From an optimization exercise on the open Yosys and OpenROAD flow, aimed at small area; shortcuts taken in it are not production practice. Only simulation tests tie the RTL to the original design; equivalence was not proved.

==> flow/run.sh <==
#!/bin/bash
# synth_recipe.tcl (not shown) runs the flow's synth.tcl, then flattens the netlist and writes it again
# the make line also repeats each setting of config.mk as NAME=value (left out here)
make -C /OpenROAD-flow-scripts/flow DESIGN_CONFIG=/design/flow/config.mk WORK_HOME=/design/flow/orfs CLKGATE_MAP_FILE= SYNTH_SCRIPT=/design/flow/synth_recipe.tcl finish
==> flow/design.v <==
module a9(x0,x1,x2,x3,x4,x5,x6,x7,x8,x9,h0,h1,h2,h3,h4,h5,h6,h7,h8,h9,clk,reset,y);
input [3:0] x0,x1,x2,x3,x4,x5,x6,x7,x8,x9;
input [3:0] h0,h1,h2,h3,h4,h5,h6,h7,h8,h9;
input   reset,clk;
output reg [31:0]y;
reg [3:0] arr1[0:9];
reg [3:0] arr2[0:9];
integer i;
reg [7:0] arr3[0:9];
always @(*)
begin
arr1[0] <= x0;
arr1[1] <= x1;
arr1[2] <= x2;
arr1[3] <= x3;
arr1[4] <= x4;
arr1[5] <= x5;
arr1[6] <= x6;
arr1[7] <= x7;
arr1[8] <= x8;
arr1[9] <= x9;
arr2[0] <= h0;
arr2[1] <= h1;
arr2[2] <= h2;
arr2[3] <= h3;
arr2[4] <= h4;
arr2[5] <= h5;
arr2[6] <= h6;
arr2[7] <= h7;
arr2[8] <= h8;
arr2[9] <= h9;
end
always @(posedge clk or posedge reset)
begin
     y = 0;
    if(reset)
        y = 0;
     else 
     begin
        for(i=0; i<10 ; i++)
        y = y + arr1[i]*arr2[i];   
     end
end
endmodule
==> flow/config.mk <==
export PLATFORM = sky130hd
export DESIGN_NAME = a9
export DESIGN_NICKNAME = a9
export VERILOG_FILES = /design/flow/design.v
export SDC_FILE = /design/flow/constraint.sdc
export NUM_CORES = 4
export LEC_CHECK = 0
export CAP_MARGIN = 20
export CORE_MARGIN = 2
export CORE_UTILIZATION = 40
export SLEW_MARGIN = 20
==> flow/constraint.sdc <==
create_clock -name core_clock -period 7.5 [get_ports {clk}]
set_input_delay 1.5000 -clock core_clock [delete_from_list [all_inputs] [get_ports {clk}]]
set_output_delay 1.5000 -clock core_clock [all_outputs]
set_load 0.01 [all_outputs]
==> summary.txt <==
==> area by class of cell <==
class / count / area, sq um
Fill cell: 1404 / 7290
Multi-Input combinational cell: 434 / 5060
Timing Repair Buffer: 157 / 1430
Inverter: 198 / 743
Sequential cell: 12 / 300
Tap cell: 188 / 235
Clock buffer: 4 / 88.8
==> per-layer routing <==
layer  vias to the layer above  GRT usage (%)  share of wire (%)  wire length [um]
li1                       2126              -                  -                 -
met1                      2069           22.2                 45              5620
met2                        73           30.9                 52              6420
met5                         -              0                  0                 0
met3                        11          0.501                2.1               255
met4                         0           2.33               0.96               119
==> per-stage QoR <==
step / std cells / TNS [ps] / hold WS [ps]
after global routing: 993 / -2.19 / 1610
after detailed placement: 989 / -1160 / 1820
after CTS: 993 / 0 / 1580
after floorplan: 664 / 0 / 1360
final: 993 / 0 / 1560
after global placement: 989 / -699 / 1810
==> synth_stat cells <==
cell,instances,area [sq um]
a21oi_1,5,25.0
o21a_1,1,7.51
o31a_1,1,8.76
nor3_1,1,5.00
o2bb2ai_1,1,8.76
o21ai_0,2,10.0
a21o_1,2,15.0
conb_1,1,3.75
and3_1,1,6.26
o41ai_2,1,16.3
inv_1,198,743
nor2_1,3,11.3
buf_4,20,150
and2_1,114,713
dfrtp_1,12,300
fa_1,141,2820
xnor2_1,6,52.6
nand2_1,49,184
xor2_1,1,8.76
ha_1,85,1060
==> cells by family after synthesis <==
family | Yosys count
adders and majority gates | 226
buffers and inverters | 218
and+or+nand+nor | 168
AOI/OAI and AO/OA | 13
DFF | 12
xor gates and xnor gates | 7
other | 1
==> path summary, 6_finish.rpt <==
path	end	slack [ps]	from
max in group asynchronous	y[3]$_DFF_PP0_	5640	reset
hold / removal	y[6]$_DFF_PP0_	1560	reset
setup / recovery	y[10]$_DFF_PP0_	220	h9[3]
min in group core_clock	y[0]$_DFF_PP0_	2090	h0[0]
==> what timing repair did <==
item                                    in CTS  in global routing
buffers inserted                             0                  0
resized for setup                            4                 14
endpoints found under the setup margin       1                  6
pin swaps                                    9                 16
==> key figures <==
Drt
  • DRC errors left: 0
  • Drt wl/cell: 12.5 um
  • Via/cell ratio: 4.31
  • Routed vias: approximately 4300
  • Initial drt markers: 77
  • Total Wirelength: 12.4 mm
  • Antenna Nets Post-Route: 0
  • 1st-pass router iterations: 4

Floorplan
  • IO Pins: 114
  • Die area: 16400 sq um
  • Chip height: 128 um
  • Core Region: around 15000 sq um
  • Initial Utilization: 40.6%
  • Row count: 45
  • Die extent in x: between 100 and 150 um

Global route
  • Largest net degree at the start of global routing: 13
  • Initial antenna violation count: 0
  • Vias in the first global route: 4964
  • First-pass GRT wire length: 22.1 mm
  • Total GRT Usage: 16.6%
  • Grt ovf: 0

Run status
  • Status: no timing/DRC/antenna violations

Timing
  • FMAX: 137 MHz
  • Fin. max-slew vios: 0
  • Minimum clock period after layout: about 7300 ps
  • Fin crit share: a little under 100%
  • Final WS setup: ~220 ps
  • Final setup violation count: 0
  • Hold Fails Final Rpt: 0

Setup path
  • CP peak stage delay: 540 ps
  • Critical Path Start Type: input pin
  • CP max-delay cell: fa_1
  • Setup CP Type: in2reg
  • Top cell by count, worst path: fa_1
  • CP endpoint kind: register
  • Crit-path cells: clkdlybuf4s50_1 -> nand2_2 -> fa_1 -> inv_1 -> fa_1 -> inv_1 -> fa_1 -> fa_1 -> inv_1 -> fa_1 -> fa_1 -> inv_1 -> fa_1 -> fa_1 -> inv_2 -> fa_2 -> a21o_1 -> o2bb2ai_2 -> o41ai_2 -> xnor2_1
  • Buf/Inv on CP: 6
  • Crit-path max FO: 2
  • WP data required: 7660 ps
  • Arrival time worst endpoint: 7440 ps
  • CP top delay family: adder cells
  • Crit path depth: 20

CTS
  • CTS tree: done
  • Clock Sinks: 12
  • Clock transition at path regs: 40 ps
  • CTS hold repair buffers: 0
  • Root Buffer: clkbuf_16
  • Cts bufs inserted: 3
  • Depth of the CTS H-tree: 1
  • Maximum clock insertion buffer count: 2

Placed design
  • IO Port Bufs: 93
  • Placed cell areas: between 7000 and 8000 sq um
  • DP Worst Slack: -305 ps
  • HPWL after DPL: 12.2 mm
  • RePlAce Congestion: 0.896

Logic synthesis
  • Syn Inst Count: between 600 and 700
  • Synthesized cell area: roughly 6200 sq um
  • Sequential cell area fraction in the yosys report: 4.88%
  • Yosys reg bits: 12
  • Cell variety after synth: 20
  • Synth Area in Compound Gates: 1.48%
  • Syn Area/Cell: ~9.5 sq um
  • Adder-cell share of the synthesized area: 63.1%
  • Synth warn: 3
  • Main combinational cell family by area after synthesis: adder cells
  • XOR/XNOR Fraction of Synth Area: 0.996%
  • Simple-gate share of the synthesized area: 14.9%
  • Multiplexer area fraction after synthesis: 0%

Layout
  • Antenna diodes: 0
  • Nets: 1114
  • Layout cells sized above 1: 9.94%
  • Commonest non-fill, non-tap cells in the layout: inv_1 (195), fa_1 (139), and2_1 (114), clkdlybuf4s50_1 (86), ha_1 (84)
  • Synth-to-Final Area Change: 27.6%
  • Largest register FFs: 12
  • Commonest non-fill, non-tap cell in the layout: inv_1
  • Fin area: slightly below 8000 sq um
  • Layout Utilization: 51.8%

Worst hold path
  • HP Class: in2async

Run
  • MaxCap Viol Count: 0

==> port drivers added, routing unchanged <==
The flow's constraints put no driver on any port. The routed layout listed below was extracted and timed again, unchanged, in two steps. Step 1: set_driving_cell puts a clkbuf_16 on clk and a buf_2 on each other input, an assumption about the parent block. Step 2 adds t to the input delays and takes it off the output delays; t is the mean of the earliest and latest rising clock arrival at the registers after step 1. Input paths then give back, and output paths get back, about the clock's delay inside the block. a / b / c = no drivers / after step 1 / after step 2; a / b = the first two.
t (ns): 0.262
setup slack, ns: 0.220 / 0.222 / -0.040
worst setup path at the end: input to register
With both steps, setup timing fails in this run, where it was met with ideal ports. The setup slack of this run moves by +0.002 ns with the drivers and by -0.260 ns with both steps.
